This is an optimization exercise on Yosys and OpenROAD, whose aim is small area, a short achievable clock period and few clock cycles per item, not a production implementation.
Where RTL was checked, it was by simulation tests only, not by an equivalence proof against the original.

==> inputs of branch quartz <==
==> flow/design.v (excerpt) <==
module tv_div (
    input  logic        clk,
    input  logic        rst_n,
    input  logic        start,          
    input  logic        op_unsigned,    
    input  logic        op_rem,         
    input  logic [31:0] dividend,
    input  logic [31:0] divisor,
    output logic        busy,
    output logic        result_valid,
    output logic [31:0] result
);
  localparam int M  = 2;            
  localparam int LM = $clog2(M);
  localparam int DW = 32 + M - 1;   
  localparam logic [1:0] S_IDLE = 2'd0, S_ALIGN = 2'd1, S_ITER = 2'd2, S_DONE = 2'd3;
  logic [1:0]    state;
  logic [31:0]   r, q;
  logic [DW-1:0] d;
  logic [4:0]    cnt;
  logic          rem, neg;
  function automatic logic [5:0] lzc32(input logic [31:0] x);
    logic [15:0] v1; logic [15:0] c1;
    logic [7:0]  v2; logic [1:0] c2 [8];
    logic [3:0]  v3; logic [2:0] c3 [4];
    logic [1:0]  v4; logic [3:0] c4 [2];
    logic [4:0]  c5;
    for (int i = 0; i < 16; i++) begin
      v1[i] = x[2*i+1] | x[2*i];
      c1[i] = ~x[2*i+1];
    end
    for (int i = 0; i < 8; i++) begin
      v2[i] = v1[2*i+1] | v1[2*i];
      c2[i] = v1[2*i+1] ? {1'b0, c1[2*i+1]} : {1'b1, c1[2*i]};
    end
    for (int i = 0; i < 4; i++) begin
      v3[i] = v2[2*i+1] | v2[2*i];
      c3[i] = v2[2*i+1] ? {1'b0, c2[2*i+1]} : {1'b1, c2[2*i]};
    end
    for (int i = 0; i < 2; i++) begin
      v4[i] = v3[2*i+1] | v3[2*i];
      c4[i] = v3[2*i+1] ? {1'b0, c3[2*i+1]} : {1'b1, c3[2*i]};
    end
    c5 = v4[1] ? {1'b0, c4[1]} : {1'b1, c4[0]};
    lzc32 = (v4[1] | v4[0]) ? {1'b0, c5} : 6'd32;
  endfunction
  ...
==> module tv_div, before the edit <==
module tv_div (
    input  logic        clk,
    input  logic        rst_n,
    input  logic        start,          
    input  logic        op_unsigned,    
    input  logic        op_rem,         
    input  logic [31:0] dividend,
    input  logic [31:0] divisor,
    output logic        busy,
    output logic        result_valid,
    output logic [31:0] result
);
  localparam int M  = 2;            
  localparam int LM = $clog2(M);
  localparam int DW = 32 + M - 1;   
  localparam logic [1:0] S_IDLE = 2'd0, S_ALIGN = 2'd1, S_ITER = 2'd2, S_DONE = 2'd3;
  logic [1:0]    state;
  logic [31:0]   r, q;
  logic [DW-1:0] d;
  logic [4:0]    cnt;
  logic          rem, neg;
  function automatic logic [5:0] lzc32(input logic [31:0] x);
    logic [15:0] v1; logic [15:0] c1;
    logic [7:0]  v2; logic [1:0] c2 [8];
    logic [3:0]  v3; logic [2:0] c3 [4];
    logic [1:0]  v4; logic [3:0] c4 [2];
    logic [4:0]  c5;
    for (int i = 0; i < 16; i++) begin
      v1[i] = x[2*i+1] | x[2*i];
      c1[i] = ~x[2*i+1];
    end
    for (int i = 0; i < 8; i++) begin
      v2[i] = v1[2*i+1] | v1[2*i];
      c2[i] = v1[2*i+1] ? {1'b0, c1[2*i+1]} : {1'b1, c1[2*i]};
    end
    for (int i = 0; i < 4; i++) begin
      v3[i] = v2[2*i+1] | v2[2*i];
      c3[i] = v2[2*i+1] ? {1'b0, c2[2*i+1]} : {1'b1, c2[2*i]};
    end
    for (int i = 0; i < 2; i++) begin
      v4[i] = v3[2*i+1] | v3[2*i];
      c4[i] = v3[2*i+1] ? {1'b0, c3[2*i+1]} : {1'b1, c3[2*i]};
    end
    c5 = v4[1] ? {1'b0, c4[1]} : {1'b1, c4[0]};
    lzc32 = (v4[1] | v4[0]) ? {1'b0, c5} : 6'd32;
  endfunction
  function automatic logic [31:0] cneg32(input logic [31:0] x, input logic s);
    logic [31:0] o [6];   
    o[0] = x;
    for (int k = 0; k < 5; k++)
      for (int i = 0; i < 32; i++)
        o[k+1][i] = ((i >> k) & 1) ? (o[k][i] | o[k][((i >> k) << k) - 1]) : o[k][i];
    cneg32 = x ^ ({32{s}} & {o[5][30:0], 1'b0});
  endfunction
  wire align = (state == S_ALIGN);
  wire iter  = (state == S_ITER);
  logic [31:0]   rs   [0:M];
  logic [M-1:0]  g;
  logic [DW:0]   diff [0:M-1];
  logic [5:0]    lz_r, lz_d;
  logic [5:0]    sh;
  logic          dz, lt, same;
  assign lz_r = lzc32(r);
  assign lz_d = lzc32(d[31:0]);
  assign sh   = lz_d - lz_r;          
  assign dz   = lz_d[5];              
  assign same = (lz_r == lz_d);
  always_comb begin
    rs[0] = r;
    for (int j = 0; j < M; j++) begin
      diff[j] = {1'b0, {(DW - 32){1'b0}}, rs[j]} - {1'b0, (d >> j)};
      if (j == 0) g[M-1-j] = ~diff[j][DW] & (iter | (align & same));
      else        g[M-1-j] = ~diff[j][DW] & iter;
      rs[j+1] = g[M-1-j] ? diff[j][31:0] : rs[j];
    end
  end
  assign lt = diff[0][DW];            
  wire done0  = align & lt;           
  wire signed_op = ~op_unsigned;
  assign busy         = (state == S_ITER) | (align & ~lt);
  assign result_valid = (state == S_DONE) | done0;
  wire cap = start & ~busy;
  wire [31:0] abs_a = cneg32(dividend, signed_op & dividend[31]);
  wire [31:0] abs_b = cneg32(divisor, signed_op & divisor[31]);
  logic [5:0] sh_pad;
  assign sh_pad = sh | 6'(M - 1);
  always_ff @(posedge clk) begin
    if (!rst_n) state <= S_IDLE;
    else begin
      case (state)
        S_ALIGN: state <= lt ? (cap ? S_ALIGN : S_IDLE) : ((dz | same) ? S_DONE : S_ITER);
        S_ITER:  state <= (cnt == 5'd0) ? S_DONE : S_ITER;
        default: state <= cap ? S_ALIGN : S_IDLE;
      endcase
    end
  end
  always_ff @(posedge clk) begin
    cnt <= align ? 5'(sh_pad >> LM) : cnt - 5'd1;
    if (cap) begin
      r   <= abs_a;
      d   <= DW'(abs_b);
      rem <= op_rem;
      neg <= signed_op & (op_rem ? dividend[31] : (dividend[31] ^ divisor[31]));
    end else begin
      r <= rs[M];
      d <= align ? (DW'(d[31:0]) << sh_pad[4:0]) : (d >> M);
      if (align & dz & ~rem) neg <= 1'b0;
    end
    if (cap) q <= 32'd0;
    else     q <= {q[31-M:0], align ? {{(M-1){1'b0}}, g[M-1]} : g} | {32{align & dz}};
  end
  wire [31:0] x = rem ? r : q;
  assign result = cneg32(x, neg);
endmodule
==> flow/config.mk <==
export PLATFORM = sky130hd
export DESIGN_NAME = tv_div
export DESIGN_NICKNAME = tv_div
export VERILOG_FILES = /design/flow/design.v
export SDC_FILE = /design/flow/constraint.sdc
export NUM_CORES = 4
export LEC_CHECK = 0
export ABC_AREA = 1
export CAP_MARGIN = 20
export CORE_MARGIN = 2
export CORE_UTILIZATION = 40
export SETUP_SLACK_MARGIN = 3.0
export SLEW_MARGIN = 20
==> flow/constraint.sdc <==
create_clock -name core_clock -period 7.5 [get_ports {clk}]
set_input_delay 1.5000 -clock core_clock [delete_from_list [all_inputs] [get_ports {clk}]]
set_output_delay 1.5000 -clock core_clock [all_outputs]
set_load 0.01 [all_outputs]
standard.sh (not shown) runs the stock make flow with config.mk's settings and CLKGATE_MAP_FILE= SYNTH_SCRIPT=/design/flow/synth_recipe.tcl, a recipe that flattens the netlist after the stock synthesis.
==> flow/flow/run.sh <==
#!/bin/bash
# The standard layout, with the port buffers made of plain buffers (buf_2) instead of the
# default delay-buffer cell, and the resizer free to pick any cell footprint.
set -euo pipefail
bash standard.sh BUFFER_PORTS_ARGS="-buffer_cell sky130_fd_sc_hd__buf_2" MATCH_CELL_FOOTPRINT=0 finish > make_finish.log 2>&1
==> branch sierra: changes against branch quartz <==
--- a/flow/design.v
+++ b/flow/design.v
@@ -376,7 +376,7 @@
     output logic        result_valid,
     output logic [31:0] result
 );
-  localparam int M  = 2;            
+  localparam int M  = 1;            
   localparam int LM = $clog2(M);
   localparam int DW = 32 + M - 1;   
   localparam logic [1:0] S_IDLE = 2'd0, S_ALIGN = 2'd1, S_ITER = 2'd2, S_DONE = 2'd3;
==> flow/run.sh (new file) <==
#!/bin/bash
# synth_recipe.tcl (not shown) runs the flow's synth.tcl, then flattens the netlist and writes it again
# the make line also repeats each setting of config.mk as NAME=value (left out here)
make -C /OpenROAD-flow-scripts/flow DESIGN_CONFIG=/design/flow/config.mk WORK_HOME=/design/flow/orfs CLKGATE_MAP_FILE= SYNTH_SCRIPT=/design/flow/synth_recipe.tcl finish
--- a/flow/config.mk
+++ b/flow/config.mk
@@ -9,5 +9,4 @@
 export CAP_MARGIN = 20
 export CORE_MARGIN = 2
 export CORE_UTILIZATION = 40
-export SETUP_SLACK_MARGIN = 3.0
 export SLEW_MARGIN = 20
removed: flow/flow/run.sh
removed: flow/standard.sh
==> branch tundra: changes against branch quartz <==
--- a/flow/design.v
+++ b/flow/design.v
@@ -376,15 +376,13 @@
     output logic        result_valid,
     output logic [31:0] result
 );
-  localparam int M  = 2;            
-  localparam int LM = $clog2(M);
-  localparam int DW = 32 + M - 1;   
   localparam logic [1:0] S_IDLE = 2'd0, S_ALIGN = 2'd1, S_ITER = 2'd2, S_DONE = 2'd3;
-  logic [1:0]    state;
-  logic [31:0]   r, q;
-  logic [DW-1:0] d;
-  logic [4:0]    cnt;
-  logic          rem, neg;
+  logic [1:0]  state;
+  logic [31:0] r, q;
+  logic [34:0] n;        
+  logic        c;
+  logic [4:0]  cnt;
+  logic        rem, neg;
   function automatic logic [5:0] lzc32(input logic [31:0] x);
     logic [15:0] v1; logic [15:0] c1;
     logic [7:0]  v2; logic [1:0] c2 [8];
@@ -420,36 +418,28 @@
   endfunction
   wire align = (state == S_ALIGN);
   wire iter  = (state == S_ITER);
-  logic [31:0]   rs   [0:M];
-  logic [M-1:0]  g;
-  logic [DW:0]   diff [0:M-1];
-  logic [5:0]    lz_r, lz_d;
-  logic [5:0]    sh;
-  logic          dz, lt, same;
-  assign lz_r = lzc32(r);
-  assign lz_d = lzc32(d[31:0]);
-  assign sh   = lz_d - lz_r;          
-  assign dz   = lz_d[5];              
-  assign same = (lz_r == lz_d);
-  always_comb begin
-    rs[0] = r;
-    for (int j = 0; j < M; j++) begin
-      diff[j] = {1'b0, {(DW - 32){1'b0}}, rs[j]} - {1'b0, (d >> j)};
-      if (j == 0) g[M-1-j] = ~diff[j][DW] & (iter | (align & same));
-      else        g[M-1-j] = ~diff[j][DW] & iter;
-      rs[j+1] = g[M-1-j] ? diff[j][31:0] : rs[j];
-    end
-  end
-  assign lt = diff[0][DW];            
-  wire done0  = align & lt;           
   wire signed_op = ~op_unsigned;
-  assign busy         = (state == S_ITER) | (align & ~lt);
-  assign result_valid = (state == S_DONE) | done0;
+  wire [31:0] dm  = ~n[31:0];
+  wire [5:0]  lz_r = lzc32(r);
+  wire [5:0]  lz_d = lzc32(dm);
+  wire [5:0]  sh   = lz_d - lz_r;                  
+  wire        dz   = c & ~|dm;                     
+  wire        same = (lz_r == lz_d);
+  wire [4:0]  sh_odd = (sh[5] ? 5'd31 : sh[4:0]) | 5'd1;    
+  wire [65:0] n_fill = {n, {31{c}}} << sh_odd;     
+  wire [34:0] n_al   = n_fill[65:31];
+  wire [34:0] x0 = {3'b000, r} + n + {34'd0, c};
+  wire        g0 = ~x0[34] & (iter | (align & same));
+  wire [31:0] r1 = g0 ? x0[31:0] : r;
+  wire [34:0] x1 = {3'b000, r1} + {n[34], n[34:1]} + {34'd0, c};
+  wire        g1 = ~x1[34] & iter;
+  wire [31:0] r2 = g1 ? x1[31:0] : r1;
+  wire lt = x0[34];                   
+  assign busy         = iter | (align & ~lt);
+  assign result_valid = (state == S_DONE) | (align & lt);
   wire cap = start & ~busy;
   wire [31:0] abs_a = cneg32(dividend, signed_op & dividend[31]);
-  wire [31:0] abs_b = cneg32(divisor, signed_op & divisor[31]);
-  logic [5:0] sh_pad;
-  assign sh_pad = sh | 6'(M - 1);
+  wire        sb    = signed_op & divisor[31];
   always_ff @(posedge clk) begin
     if (!rst_n) state <= S_IDLE;
     else begin
@@ -461,19 +451,20 @@
     end
   end
   always_ff @(posedge clk) begin
-    cnt <= align ? 5'(sh_pad >> LM) : cnt - 5'd1;
+    cnt <= align ? {1'b0, sh_odd[4:1]} : cnt - 5'd1;
     if (cap) begin
       r   <= abs_a;
-      d   <= DW'(abs_b);
+      n   <= {3'b111, divisor ^ {32{~sb}}};
+      c   <= ~sb;
       rem <= op_rem;
       neg <= signed_op & (op_rem ? dividend[31] : (dividend[31] ^ divisor[31]));
     end else begin
-      r <= rs[M];
-      d <= align ? (DW'(d[31:0]) << sh_pad[4:0]) : (d >> M);
+      r <= r2;
+      n <= align ? n_al : {{2{n[34]}}, n[34:2]};
       if (align & dz & ~rem) neg <= 1'b0;
     end
     if (cap) q <= 32'd0;
-    else     q <= {q[31-M:0], align ? {{(M-1){1'b0}}, g[M-1]} : g} | {32{align & dz}};
+    else     q <= {q[29:0], align ? 2'b00 : {g0, g1}} | {31'd0, align & g0} | {32{align & dz}};
   end
   wire [31:0] x = rem ? r : q;
   assign result = cneg32(x, neg);
==> flow/flow/run.sh (replaced) <==
#!/bin/bash
# The standard layout, with the port buffers made of plain buffers (buf_1) instead of the
# default delay-buffer cell, and the resizer free to pick any cell footprint.
set -euo pipefail
bash standard.sh BUFFER_PORTS_ARGS="-buffer_cell sky130_fd_sc_hd__buf_1" MATCH_CELL_FOOTPRINT=0 finish > make_finish.log 2>&1
--- a/flow/config.mk
+++ b/flow/config.mk
@@ -9,5 +9,6 @@
 export CAP_MARGIN = 20
 export CORE_MARGIN = 2
 export CORE_UTILIZATION = 40
-export SETUP_SLACK_MARGIN = 3.0
+export GPL_ROUTABILITY_DRIVEN = 0
+export SETUP_SLACK_MARGIN = 2.5
 export SLEW_MARGIN = 20
==> qor summary <==
DR WL/cell: branch sierra 16.9 um; branch quartz 19.7 um; branch tundra 18.9 um
Share of the cycle needed by the critical path after routing: branch sierra 0.672; branch quartz 0.599; branch tundra 0.649
Standard cell with the maximum stage delay on the critical path: branch sierra sky130_fd_sc_hd__clkinv_1; branch quartz sky130_fd_sc_hd__fa_2; branch tundra sky130_fd_sc_hd__dfxtp_1
Post-Route WL: branch sierra 37.4 mm; branch quartz 60.0 mm; branch tundra 50.2 mm
Number of tapcells: branch sierra 341; branch quartz 448; branch tundra 402
Initial antenna violation count: branch sierra 1; branch quartz 0; branch tundra 0
Endpoint of the worst register-to-register path: branch sierra d[12]$_DFF_P_; branch quartz r[8]$_DFF_P_; branch tundra r[26]$_DFF_P_
Max FO, Critical Path: branch sierra 38; branch quartz 8; branch tundra 14
Iteration-0 DRC Markers: branch sierra 1356; branch quartz 1478; branch tundra 1735
Required time at the worst-slack endpoint: branch sierra 7700 ps; branch quartz 7790 ps; branch tundra 7760 ps
Run status: branch sierra finished clean; branch quartz finished clean; branch tundra finished clean
Post-placement setup slack: branch sierra 2570 ps; branch quartz 1500 ps; branch tundra 1170 ps
Setup slack on the worst flop-to-flop path: branch sierra 2460 ps; branch quartz 3010 ps; branch tundra 2630 ps
Testbench counts of branch quartz, summed over its fixed seeds: cycles 10,373, divides 2,400.
Testbench counts of branch tundra, summed over its fixed seeds: cycles 10,379, divides 2,400.
Only the layout flow was run in branch sierra; the RTL was not checked for function there.

* * *

==> run a: inputs <==
==> flow/design.v <==
localparam XLEN = 32;
localparam XLEN_BYTES = XLEN / 8;
localparam RESET_VECTOR = 32'h00000000;
localparam INSTR_LEN = 32;
localparam INSTR_LEN_BYTES = INSTR_LEN / 8;
localparam DATA_LEN = XLEN;
localparam DATA_LEN_BYTES = DATA_LEN / 8;
localparam INSTR_MEM_WIDTH = XLEN;
localparam INSTR_MEM_DEPTH = 1024;
localparam INSTR_MEM_ADDR_WIDTH = $clog2(INSTR_MEM_DEPTH * INSTR_MEM_WIDTH / 8);
localparam INSTR_MEM_TAG_WIDTH = XLEN;
localparam DATA_MEM_WIDTH = XLEN;
localparam DATA_MEM_DEPTH = 1024;
localparam DATA_MEM_ADDR_WIDTH = $clog2(DATA_MEM_DEPTH * DATA_MEM_WIDTH / 8);
localparam REG_FILE_DEPTH = 32;
localparam REG_FILE_ADDR_WIDTH = $clog2(REG_FILE_DEPTH);
typedef struct packed {
  logic [31:0]             instr;
  logic [XLEN-1:0]         instr_tag;
  logic [4:0]              rs1_addr;
  logic [4:0]              rs2_addr;
  logic [XLEN-1:0]         imm;
  logic                    imm_valid;
  logic [4:0]              rd_addr;
  logic [$clog2(XLEN)-1:0] shamt;
  logic                    predicted_taken;
  logic alu;
  logic rs1;
  logic rs2;
  logic imm12;
  logic rd;
  logic shimm5;
  logic imm20;
  logic pc;
  logic load;
  logic store;
  logic lsu;
  logic add;
  logic sub;
  logic land;
  logic lor;
  logic lxor;
  logic sll;
  logic sra;
  logic srl;
  logic slt;
  logic unsign;
  logic condbr;
  logic beq;
  logic bne;
  logic bge;
  logic blt;
  logic jal;
  logic by;
  logic half;
  logic word;
  logic mul;
  logic rs1_sign;
  logic rs2_sign;
  logic low;
  logic div;
  logic rem;
  logic mac;
  logic macrst;
  logic nop;
  logic legal;
} idu0_out_t;
typedef struct packed {
  logic alu;
  logic rs1;
  logic rs2;
  logic imm12;
  logic rd;
  logic shimm5;
  logic imm20;
  logic pc;
  logic load;
  logic store;
  logic lsu;
  logic add;
  logic sub;
  logic land;
  logic lor;
  logic lxor;
  logic sll;
  logic sra;
  logic srl;
  logic slt;
  logic unsign;
  logic condbr;
  logic beq;
  logic bne;
  logic bge;
  logic blt;
  logic jal;
  logic by;
  logic half;
  logic word;
  logic mul;
  logic rs1_sign;
  logic rs2_sign;
  logic low;
  logic div;
  logic rem;
  logic mac;
  logic macrst;
  logic nop;
  logic legal;
} decode_out_t;
typedef struct packed {
  logic [31:0]             instr;
  logic [XLEN-1:0]         instr_tag;
  logic [XLEN-1:0]         rs1_data;
  logic [XLEN-1:0]         rs2_data;
  logic [4:0]              rs1_addr;
  logic [4:0]              rs2_addr;
  logic [XLEN-1:0]         imm;
  logic                    imm_valid;
  logic [4:0]              rd_addr;
  logic [$clog2(XLEN)-1:0] shamt;
  logic                    predicted_taken;
  logic alu;
  logic rs1;
  logic rs2;
  logic imm12;
  logic rd;
  logic shimm5;
  logic imm20;
  logic pc;
  logic load;
  logic store;
  logic lsu;
  logic add;
  logic sub;
  logic land;
  logic lor;
  logic lxor;
  logic sll;
  logic sra;
  logic srl;
  logic slt;
  logic unsign;
  logic condbr;
  logic beq;
  logic bne;
  logic bge;
  logic blt;
  logic jal;
  logic by;
  logic half;
  logic word;
  logic mul;
  logic rs1_sign;
  logic rs2_sign;
  logic low;
  logic div;
  logic rem;
  logic mac;
  logic macrst;
  logic nop;
  logic legal;
} idu1_out_t;
typedef struct packed {
  logic [31:0] instr;
  logic [XLEN-1:0] instr_tag;
  logic [4:0] rs1_addr;
  logic [4:0] rs2_addr;
  logic [4:0] rd_addr;
  logic mul;
  logic mac;
  logic macrst;
  logic alu;
  logic div;
  logic lsu;
} last_issued_instr_t;
typedef enum logic [2:0] {
  LSU_IDLE,
  LSU_LOAD_1,
  LSU_LOAD_2,
  LSU_DONE
} lsu_state_t;
module dff #(
    parameter int WIDTH = 1
) (
    input logic [WIDTH-1:0] din,
    input logic             clk,
    output logic [WIDTH-1:0] dout
);
  always_ff @(posedge clk) begin
    dout[WIDTH-1:0] <= din[WIDTH-1:0];
  end
endmodule
module dff_rst #(
    parameter int WIDTH = 1,
    parameter logic [WIDTH-1:0] RESET_VAL = 0
) (
    input logic [WIDTH-1:0] din,
    input logic             clk,
    input logic             rst_n,
    output logic [WIDTH-1:0] dout
);
  always_ff @(posedge clk) begin
    if (!rst_n) dout[WIDTH-1:0] <= RESET_VAL[WIDTH-1:0];
    else dout[WIDTH-1:0] <= din[WIDTH-1:0];
  end
endmodule
module dff_rst_flush #(
    parameter int WIDTH = 1,
    parameter logic [WIDTH-1:0] RESET_VAL = 0
) (
    input logic [WIDTH-1:0] din,
    input logic             clk,
    input logic             rst_n,
    input logic             flush,
    output logic [WIDTH-1:0] dout
);
  logic [WIDTH-1:0] din_i;
  logic [WIDTH-1:0] dout_i;
  assign din_i[WIDTH-1:0] = (flush) ? RESET_VAL[WIDTH-1:0] : din[WIDTH-1:0];
  assign dout[WIDTH-1:0]  = (flush) ? RESET_VAL[WIDTH-1:0] : dout_i[WIDTH-1:0];
  dff_rst_en #(WIDTH, RESET_VAL) dff_rst_inst (
      .din(din_i[WIDTH-1:0]),
      .clk(clk),
      .rst_n(rst_n),
      .en(~flush),
      .dout(dout_i[WIDTH-1:0])
  );
endmodule
module dff_rst_vector #(
    parameter int WIDTH = 1,
    parameter logic [WIDTH-1:0] RESET_VAL = 0
) (
    input  logic [WIDTH-1:0] din,
    input  logic             clk,
    input  logic             rst_n,
    input  logic [WIDTH-1:0] reset_val,
    output logic [WIDTH-1:0] dout
);
  always_ff @(posedge clk) begin
    if (!rst_n) dout[WIDTH-1:0] <= reset_val[WIDTH-1:0];
    else dout[WIDTH-1:0] <= din[WIDTH-1:0];
  end
endmodule
module dff_rst_en #(
    parameter int WIDTH = 1,
    parameter logic [WIDTH-1:0] RESET_VAL = 0
) (
    input logic [WIDTH-1:0] din,
    input logic             clk,
    input logic             rst_n,
    input logic             en,
    output logic [WIDTH-1:0] dout
);
  dff_rst #(WIDTH, RESET_VAL) dff_rst_inst (
      .din((en) ? din[WIDTH-1:0] : dout[WIDTH-1:0]),
      .*
  );
endmodule
module dff_rst_en_flush #(
    parameter int WIDTH = 1,
    parameter logic [WIDTH-1:0] RESET_VAL = 0
) (
    input logic [WIDTH-1:0] din,
    input logic             clk,
    input logic             rst_n,
    input logic             en,
    input logic             flush,
    output logic [WIDTH-1:0] dout
);
  logic [WIDTH-1:0] din_i;
  logic [WIDTH-1:0] dout_i;
  assign din_i[WIDTH-1:0] = (flush) ? RESET_VAL[WIDTH-1:0] : din[WIDTH-1:0];
  assign dout[WIDTH-1:0]  = (flush) ? RESET_VAL[WIDTH-1:0] : dout_i[WIDTH-1:0];
  dff_rst_en #(WIDTH, RESET_VAL) dff_rst_en_inst (
      .din  (din_i[WIDTH-1:0]),
      .clk  (clk),
      .rst_n(rst_n),
      .en   (en),
      .dout (dout_i[WIDTH-1:0])
  );
endmodule
module dff_rst_en_vector #(
    parameter int WIDTH = 1,
    parameter logic [WIDTH-1:0] RESET_VAL = 0
) (
    input logic [WIDTH-1:0] din,
    input logic             clk,
    input logic             rst_n,
    input logic [WIDTH-1:0] reset_val,
    input logic             en,
    output logic [WIDTH-1:0] dout
);
  dff_rst_vector #(WIDTH, RESET_VAL) dff_rst_inst (
      .din((en) ? din[WIDTH-1:0] : dout[WIDTH-1:0]),
      .*
  );
endmodule
module pc #(
    parameter int PC_WIDTH = 32,
    parameter logic [PC_WIDTH-1:0] INC_AMOUNT = 4
) (
    input logic                  clk,
    input logic                  rst_n,
    input logic [PC_WIDTH-1:0]   reset_vector,
    input logic                  load,
    input logic                  inc,
    input logic                  stall,
    input logic                  predict_take_branch,
    input logic [PC_WIDTH-1:0]   predict_target_pc_in,
    input  logic [PC_WIDTH-1:0] pc_in,
    output logic [PC_WIDTH-1:0] pc_out,
    output logic                pc_out_valid
);
    logic [PC_WIDTH-1:0] pc_d, pc_q;
    logic update_pc;
    dff_rst_en_vector #(PC_WIDTH) pc_dff (
        .clk      (clk),
        .rst_n    (rst_n),
        .reset_val(reset_vector[PC_WIDTH-1:0]),
        .en       (update_pc),
        .din      (pc_d[PC_WIDTH-1:0]),
        .dout     (pc_q[PC_WIDTH-1:0])
    );
    logic [PC_WIDTH-1:0] last_pc;
    always_ff @(posedge clk) begin
        if (!rst_n) begin
            last_pc <= 'b0;
        end else if (!stall) begin
            last_pc <= pc_q;
        end
    end
  always_comb begin
        pc_out_valid = 1'b1;  
        if (load) begin
            update_pc = 1'b1;
            pc_d = pc_in;
        end else if (stall) begin
            update_pc = 1'b0;
            pc_d = 'b0;  
        end else if (predict_take_branch) begin
            update_pc = 1'b1;
            pc_d = predict_target_pc_in + 4;
        end else if (inc) begin
            update_pc = 1'b1;
            pc_d = pc_q + INC_AMOUNT;
        end else begin
            update_pc = 1'b0;
            pc_d = 'b0;  
            pc_out_valid = 1'b0;
        end
    end
    assign pc_out[PC_WIDTH-1:0] = (stall) ? last_pc[PC_WIDTH-1:0] : pc_q[PC_WIDTH-1:0];
endmodule
module twoscomp #(
    parameter WIDTH = 32
) (
    input logic [WIDTH-1:0] din,
    output logic [WIDTH-1:0] dout
);
  logic [WIDTH-1:1] dout_temp;   
  genvar i;
  for (i = 1; i < WIDTH; i++) begin : flip_after_first_one
    assign dout_temp[i] = (|din[i-1:0]) ? ~din[i] : din[i];
  end : flip_after_first_one
  assign dout[WIDTH-1:0] = {dout_temp[WIDTH-1:1], din[0]};
endmodule   
module tv_div (
    input  logic        clk,
    input  logic        rst_n,
    input  logic        start,          
    input  logic        op_unsigned,    
    input  logic        op_rem,         
    input  logic [31:0] dividend,
    input  logic [31:0] divisor,
    output logic        busy,
    output logic        result_valid,
    output logic [31:0] result
);
  localparam int M  = 2;            
  localparam int LM = $clog2(M);
  localparam int DW = 32 + M - 1;   
  localparam logic [1:0] S_IDLE = 2'd0, S_ALIGN = 2'd1, S_ITER = 2'd2, S_DONE = 2'd3;
  logic [1:0]    state;
  logic [31:0]   r, q;
  logic [DW-1:0] d;
  logic [4:0]    cnt;
  logic          rem, neg;
  function automatic logic [5:0] lzc32(input logic [31:0] x);
    logic [15:0] v1; logic [15:0] c1;
    logic [7:0]  v2; logic [1:0] c2 [8];
    logic [3:0]  v3; logic [2:0] c3 [4];
    logic [1:0]  v4; logic [3:0] c4 [2];
    logic [4:0]  c5;
    for (int i = 0; i < 16; i++) begin
      v1[i] = x[2*i+1] | x[2*i];
      c1[i] = ~x[2*i+1];
    end
    for (int i = 0; i < 8; i++) begin
      v2[i] = v1[2*i+1] | v1[2*i];
      c2[i] = v1[2*i+1] ? {1'b0, c1[2*i+1]} : {1'b1, c1[2*i]};
    end
    for (int i = 0; i < 4; i++) begin
      v3[i] = v2[2*i+1] | v2[2*i];
      c3[i] = v2[2*i+1] ? {1'b0, c2[2*i+1]} : {1'b1, c2[2*i]};
    end
    for (int i = 0; i < 2; i++) begin
      v4[i] = v3[2*i+1] | v3[2*i];
      c4[i] = v3[2*i+1] ? {1'b0, c3[2*i+1]} : {1'b1, c3[2*i]};
    end
    c5 = v4[1] ? {1'b0, c4[1]} : {1'b1, c4[0]};
    lzc32 = (v4[1] | v4[0]) ? {1'b0, c5} : 6'd32;
  endfunction
  function automatic logic [31:0] cneg32(input logic [31:0] x, input logic s);
    logic [31:0] o [6];   
    o[0] = x;
    for (int k = 0; k < 5; k++)
      for (int i = 0; i < 32; i++)
        o[k+1][i] = ((i >> k) & 1) ? (o[k][i] | o[k][((i >> k) << k) - 1]) : o[k][i];
    cneg32 = x ^ ({32{s}} & {o[5][30:0], 1'b0});
  endfunction
  wire align = (state == S_ALIGN);
  wire iter  = (state == S_ITER);
  logic [31:0]   rs   [0:M];
  logic [M-1:0]  g;
  logic [DW:0]   diff [0:M-1];
  logic [5:0]    lz_r, lz_d;
  logic [5:0]    sh;
  logic          dz, lt, same;
  assign lz_r = lzc32(r);
  assign lz_d = lzc32(d[31:0]);
  assign sh   = lz_d - lz_r;          
  assign dz   = lz_d[5];              
  assign same = (lz_r == lz_d);
  always_comb begin
    rs[0] = r;
    for (int j = 0; j < M; j++) begin
      diff[j] = {1'b0, {(DW - 32){1'b0}}, rs[j]} - {1'b0, (d >> j)};
      if (j == 0) g[M-1-j] = ~diff[j][DW] & (iter | (align & same));
      else        g[M-1-j] = ~diff[j][DW] & iter;
      rs[j+1] = g[M-1-j] ? diff[j][31:0] : rs[j];
    end
  end
  assign lt = diff[0][DW];            
  wire done0  = align & lt;           
  wire signed_op = ~op_unsigned;
  assign busy         = (state == S_ITER) | (align & ~lt);
  assign result_valid = (state == S_DONE) | done0;
  wire cap = start & ~busy;
  wire [31:0] abs_a = cneg32(dividend, signed_op & dividend[31]);
  wire [31:0] abs_b = cneg32(divisor, signed_op & divisor[31]);
  logic [5:0] sh_pad;
  assign sh_pad = sh | 6'(M - 1);
  always_ff @(posedge clk) begin
    if (!rst_n) state <= S_IDLE;
    else begin
      case (state)
        S_ALIGN: state <= lt ? (cap ? S_ALIGN : S_IDLE) : ((dz | same) ? S_DONE : S_ITER);
        S_ITER:  state <= (cnt == 5'd0) ? S_DONE : S_ITER;
        default: state <= cap ? S_ALIGN : S_IDLE;
      endcase
    end
  end
  always_ff @(posedge clk) begin
    cnt <= align ? 5'(sh_pad >> LM) : cnt - 5'd1;
    if (cap) begin
      r   <= abs_a;
      d   <= DW'(abs_b);
      rem <= op_rem;
      neg <= signed_op & (op_rem ? dividend[31] : (dividend[31] ^ divisor[31]));
    end else begin
      r <= rs[M];
      d <= align ? (DW'(d[31:0]) << sh_pad[4:0]) : (d >> M);
      if (align & dz & ~rem) neg <= 1'b0;
    end
    if (cap) q <= 32'd0;
    else     q <= {q[31-M:0], align ? {{(M-1){1'b0}}, g[M-1]} : g} | {32{align & dz}};
  end
  wire [31:0] x = rem ? r : q;
  assign result = cneg32(x, neg);
endmodule
==> flow/run.sh <==
#!/bin/bash
# synth_recipe.tcl (not shown) runs the flow's synth.tcl, then flattens the netlist and writes it again
# the make line also repeats each setting of config.mk as NAME=value (left out here)
make -C /OpenROAD-flow-scripts/flow DESIGN_CONFIG=/design/flow/config.mk WORK_HOME=/design/flow/orfs CLKGATE_MAP_FILE= SYNTH_SCRIPT=/design/flow/synth_recipe.tcl finish
==> flow/config.mk <==
export PLATFORM = sky130hd
export DESIGN_NAME = tv_div
export DESIGN_NICKNAME = tv_div
export VERILOG_FILES = /design/flow/design.v
export SDC_FILE = /design/flow/constraint.sdc
export NUM_CORES = 4
export LEC_CHECK = 0
export ABC_AREA = 1
export CAP_MARGIN = 20
export CORE_MARGIN = 2
export CORE_UTILIZATION = 60
export PLACE_DENSITY = 0.7
export SETUP_SLACK_MARGIN = 3.0
export SLEW_MARGIN = 20
==> flow/constraint.sdc <==
create_clock -name core_clock -period 7.5 [get_ports {clk}]
set_input_delay 1.5000 -clock core_clock [delete_from_list [all_inputs] [get_ports {clk}]]
set_output_delay 1.5000 -clock core_clock [all_outputs]
set_load 0.01 [all_outputs]
==> inputs of run b, as changes to run a <==
CORE_UTILIZATION = 40   (was 60)
PLACE_DENSITY = not set   (was 0.7)
SETUP_SLACK_MARGIN = 3.5   (was 3.0)
==> inputs of run c, as changes to run a <==
--- a/flow/design.v
+++ b/flow/design.v
@@ -378,11 +378,9 @@
 );
-  localparam int M  = 2;            
-  localparam int LM = $clog2(M);
-  localparam int DW = 32 + M - 1;   
   localparam logic [1:0] S_IDLE = 2'd0, S_ALIGN = 2'd1, S_ITER = 2'd2, S_DONE = 2'd3;
-  logic [1:0]    state;
-  logic [31:0]   r, q;
-  logic [DW-1:0] d;
-  logic [4:0]    cnt;
-  logic          rem, neg;
+  logic [1:0]  state;
+  logic [31:0] r, q;
+  logic [34:0] n;        
+  logic        c;
+  logic [4:0]  cnt;
+  logic        rem, neg;
   function automatic logic [5:0] lzc32(input logic [31:0] x);
@@ -422,32 +420,24 @@
   wire iter  = (state == S_ITER);
-  logic [31:0]   rs   [0:M];
-  logic [M-1:0]  g;
-  logic [DW:0]   diff [0:M-1];
-  logic [5:0]    lz_r, lz_d;
-  logic [5:0]    sh;
-  logic          dz, lt, same;
-  assign lz_r = lzc32(r);
-  assign lz_d = lzc32(d[31:0]);
-  assign sh   = lz_d - lz_r;          
-  assign dz   = lz_d[5];              
-  assign same = (lz_r == lz_d);
-  always_comb begin
-    rs[0] = r;
-    for (int j = 0; j < M; j++) begin
-      diff[j] = {1'b0, {(DW - 32){1'b0}}, rs[j]} - {1'b0, (d >> j)};
-      if (j == 0) g[M-1-j] = ~diff[j][DW] & (iter | (align & same));
-      else        g[M-1-j] = ~diff[j][DW] & iter;
-      rs[j+1] = g[M-1-j] ? diff[j][31:0] : rs[j];
-    end
-  end
-  assign lt = diff[0][DW];            
-  wire done0  = align & lt;           
   wire signed_op = ~op_unsigned;
-  assign busy         = (state == S_ITER) | (align & ~lt);
-  assign result_valid = (state == S_DONE) | done0;
+  wire [31:0] dm  = ~n[31:0];
+  wire [5:0]  lz_r = lzc32(r);
+  wire [5:0]  lz_d = lzc32(dm);
+  wire [5:0]  sh   = lz_d - lz_r;                  
+  wire        dz   = c & ~|dm;                     
+  wire        same = (lz_r == lz_d);
+  wire [4:0]  sh_odd = (sh[5] ? 5'd31 : sh[4:0]) | 5'd1;    
+  wire [65:0] n_fill = {n, {31{c}}} << sh_odd;     
+  wire [34:0] n_al   = n_fill[65:31];
+  wire [34:0] x0 = {3'b000, r} + n + {34'd0, c};
+  wire        g0 = ~x0[34] & (iter | (align & same));
+  wire [31:0] r1 = g0 ? x0[31:0] : r;
+  wire [34:0] x1 = {3'b000, r1} + {n[34], n[34:1]} + {34'd0, c};
+  wire        g1 = ~x1[34] & iter;
+  wire [31:0] r2 = g1 ? x1[31:0] : r1;
+  wire lt = x0[34];                   
+  assign busy         = iter | (align & ~lt);
+  assign result_valid = (state == S_DONE) | (align & lt);
   wire cap = start & ~busy;
   wire [31:0] abs_a = cneg32(dividend, signed_op & dividend[31]);
-  wire [31:0] abs_b = cneg32(divisor, signed_op & divisor[31]);
-  logic [5:0] sh_pad;
-  assign sh_pad = sh | 6'(M - 1);
+  wire        sb    = signed_op & divisor[31];
   always_ff @(posedge clk) begin
@@ -463,6 +453,7 @@
   always_ff @(posedge clk) begin
-    cnt <= align ? 5'(sh_pad >> LM) : cnt - 5'd1;
+    cnt <= align ? {1'b0, sh_odd[4:1]} : cnt - 5'd1;
     if (cap) begin
       r   <= abs_a;
-      d   <= DW'(abs_b);
+      n   <= {3'b111, divisor ^ {32{~sb}}};
+      c   <= ~sb;
       rem <= op_rem;
@@ -470,4 +461,4 @@
     end else begin
-      r <= rs[M];
-      d <= align ? (DW'(d[31:0]) << sh_pad[4:0]) : (d >> M);
+      r <= r2;
+      n <= align ? n_al : {{2{n[34]}}, n[34:2]};
       if (align & dz & ~rem) neg <= 1'b0;
@@ -475,3 +466,3 @@
     if (cap) q <= 32'd0;
-    else     q <= {q[31-M:0], align ? {{(M-1){1'b0}}, g[M-1]} : g} | {32{align & dz}};
+    else     q <= {q[29:0], align ? 2'b00 : {g0, g1}} | {31'd0, align & g0} | {32{align & dz}};
   end
==> flow/flow/run.sh (new file) <==
#!/bin/bash
# The standard layout, with the port buffers made of plain buffers (buf_2) instead of the
# default delay-buffer cell, and the resizer free to pick any cell footprint.
set -euo pipefail
bash standard.sh BUFFER_PORTS_ARGS="-buffer_cell sky130_fd_sc_hd__buf_2" MATCH_CELL_FOOTPRINT=0 finish > make_finish.log 2>&1
==> flow/standard.sh (new file) <==
#!/bin/bash
# synth_recipe.tcl (not shown) runs the flow's synth.tcl, then flattens the netlist and writes it again
# the make line also repeats each setting of config.mk as NAME=value (left out here)
make -C /OpenROAD-flow-scripts/flow DESIGN_CONFIG=/design/flow/config.mk WORK_HOME=/design/flow/orfs CLKGATE_MAP_FILE= SYNTH_SCRIPT=/design/flow/synth_recipe.tcl "${@:-finish}"
CORE_UTILIZATION = 40   (was 60)
GPL_ROUTABILITY_DRIVEN = 0   (was not set)
PLACE_DENSITY = not set   (was 0.7)
SETUP_SLACK_MARGIN = 2.5   (was 3.0)
removed: flow/run.sh
==> summary.txt <==
item	run b	run c	run a
Worst setup path startpoint	r[27]$_DFF_P_	n[26]$_DFF_P_	d[14]$_DFF_P_
Worst reg-to-reg path cell count	34	29	33
Floorplan row count	67	65	55
Horizontal extent of the die	189 um	183 um	155 um
Hold Path End	q[31]$_SDFF_PP0_	q[25]$_SDFF_PP0_	q[3]$_SDFF_PP0_
Slew HR	0.288	0.289	0.360
Highest metal used	met5	met4	met5
Global router's overall resource usage	0.354	0.294	0.442
TAP cells	448	402	285
Status	finished clean	finished clean	finished clean
Testbench counts of run a, summed over its fixed seeds: cycles 10,373, divides 2,400.
Testbench counts of run b, summed over its fixed seeds: cycles 10,373, divides 2,400.
Testbench counts of run c, summed over its fixed seeds: cycles 10,379, divides 2,400.

-- port drivers added, routing unchanged --
Ports are ideal in the flow. The routed layouts listed here were re-timed in OpenROAD.
Step 1 assumes that a clkbuf_16 drives the clock port and a buf_2 every other input.
Step 2 adds t to the input delays and takes it off the output delays; t is the mean of the earliest and latest rising clock arrival at the registers after step 1. Input paths then give back, and output paths get back, about the clock's delay inside the block.
Three values: no drivers, after step 1, after step 2; two values: the first two.
run	t (ns)	setup slack, ns	latest minus earliest clock arrival (ns)	worst register clock-pin slew, ns	worst slew at a driven data input, ns
branch quartz	0.442	3.008 / 3.008 / 3.008	0.021 / 0.020	0.09 / 0.09	0.07
branch sierra	0.406	2.461 / 2.461 / 2.461	0.013 / 0.012	0.08 / 0.08	0.06
branch tundra	0.430	2.630 / 2.630 / 2.630	0.013 / 0.013	0.09 / 0.09	0.06
run a	0.411	2.890 / 2.890 / 2.890	0.016 / 0.016	0.09 / 0.09	0.06
run b	0.440	2.901 / 2.901 / 2.901	0.018 / 0.018	0.09 / 0.09	0.08
run c	0.419	2.602 / 2.602 / 2.602	0.012 / 0.012	0.09 / 0.09	0.07
After both steps every run listed still meets setup and hold.
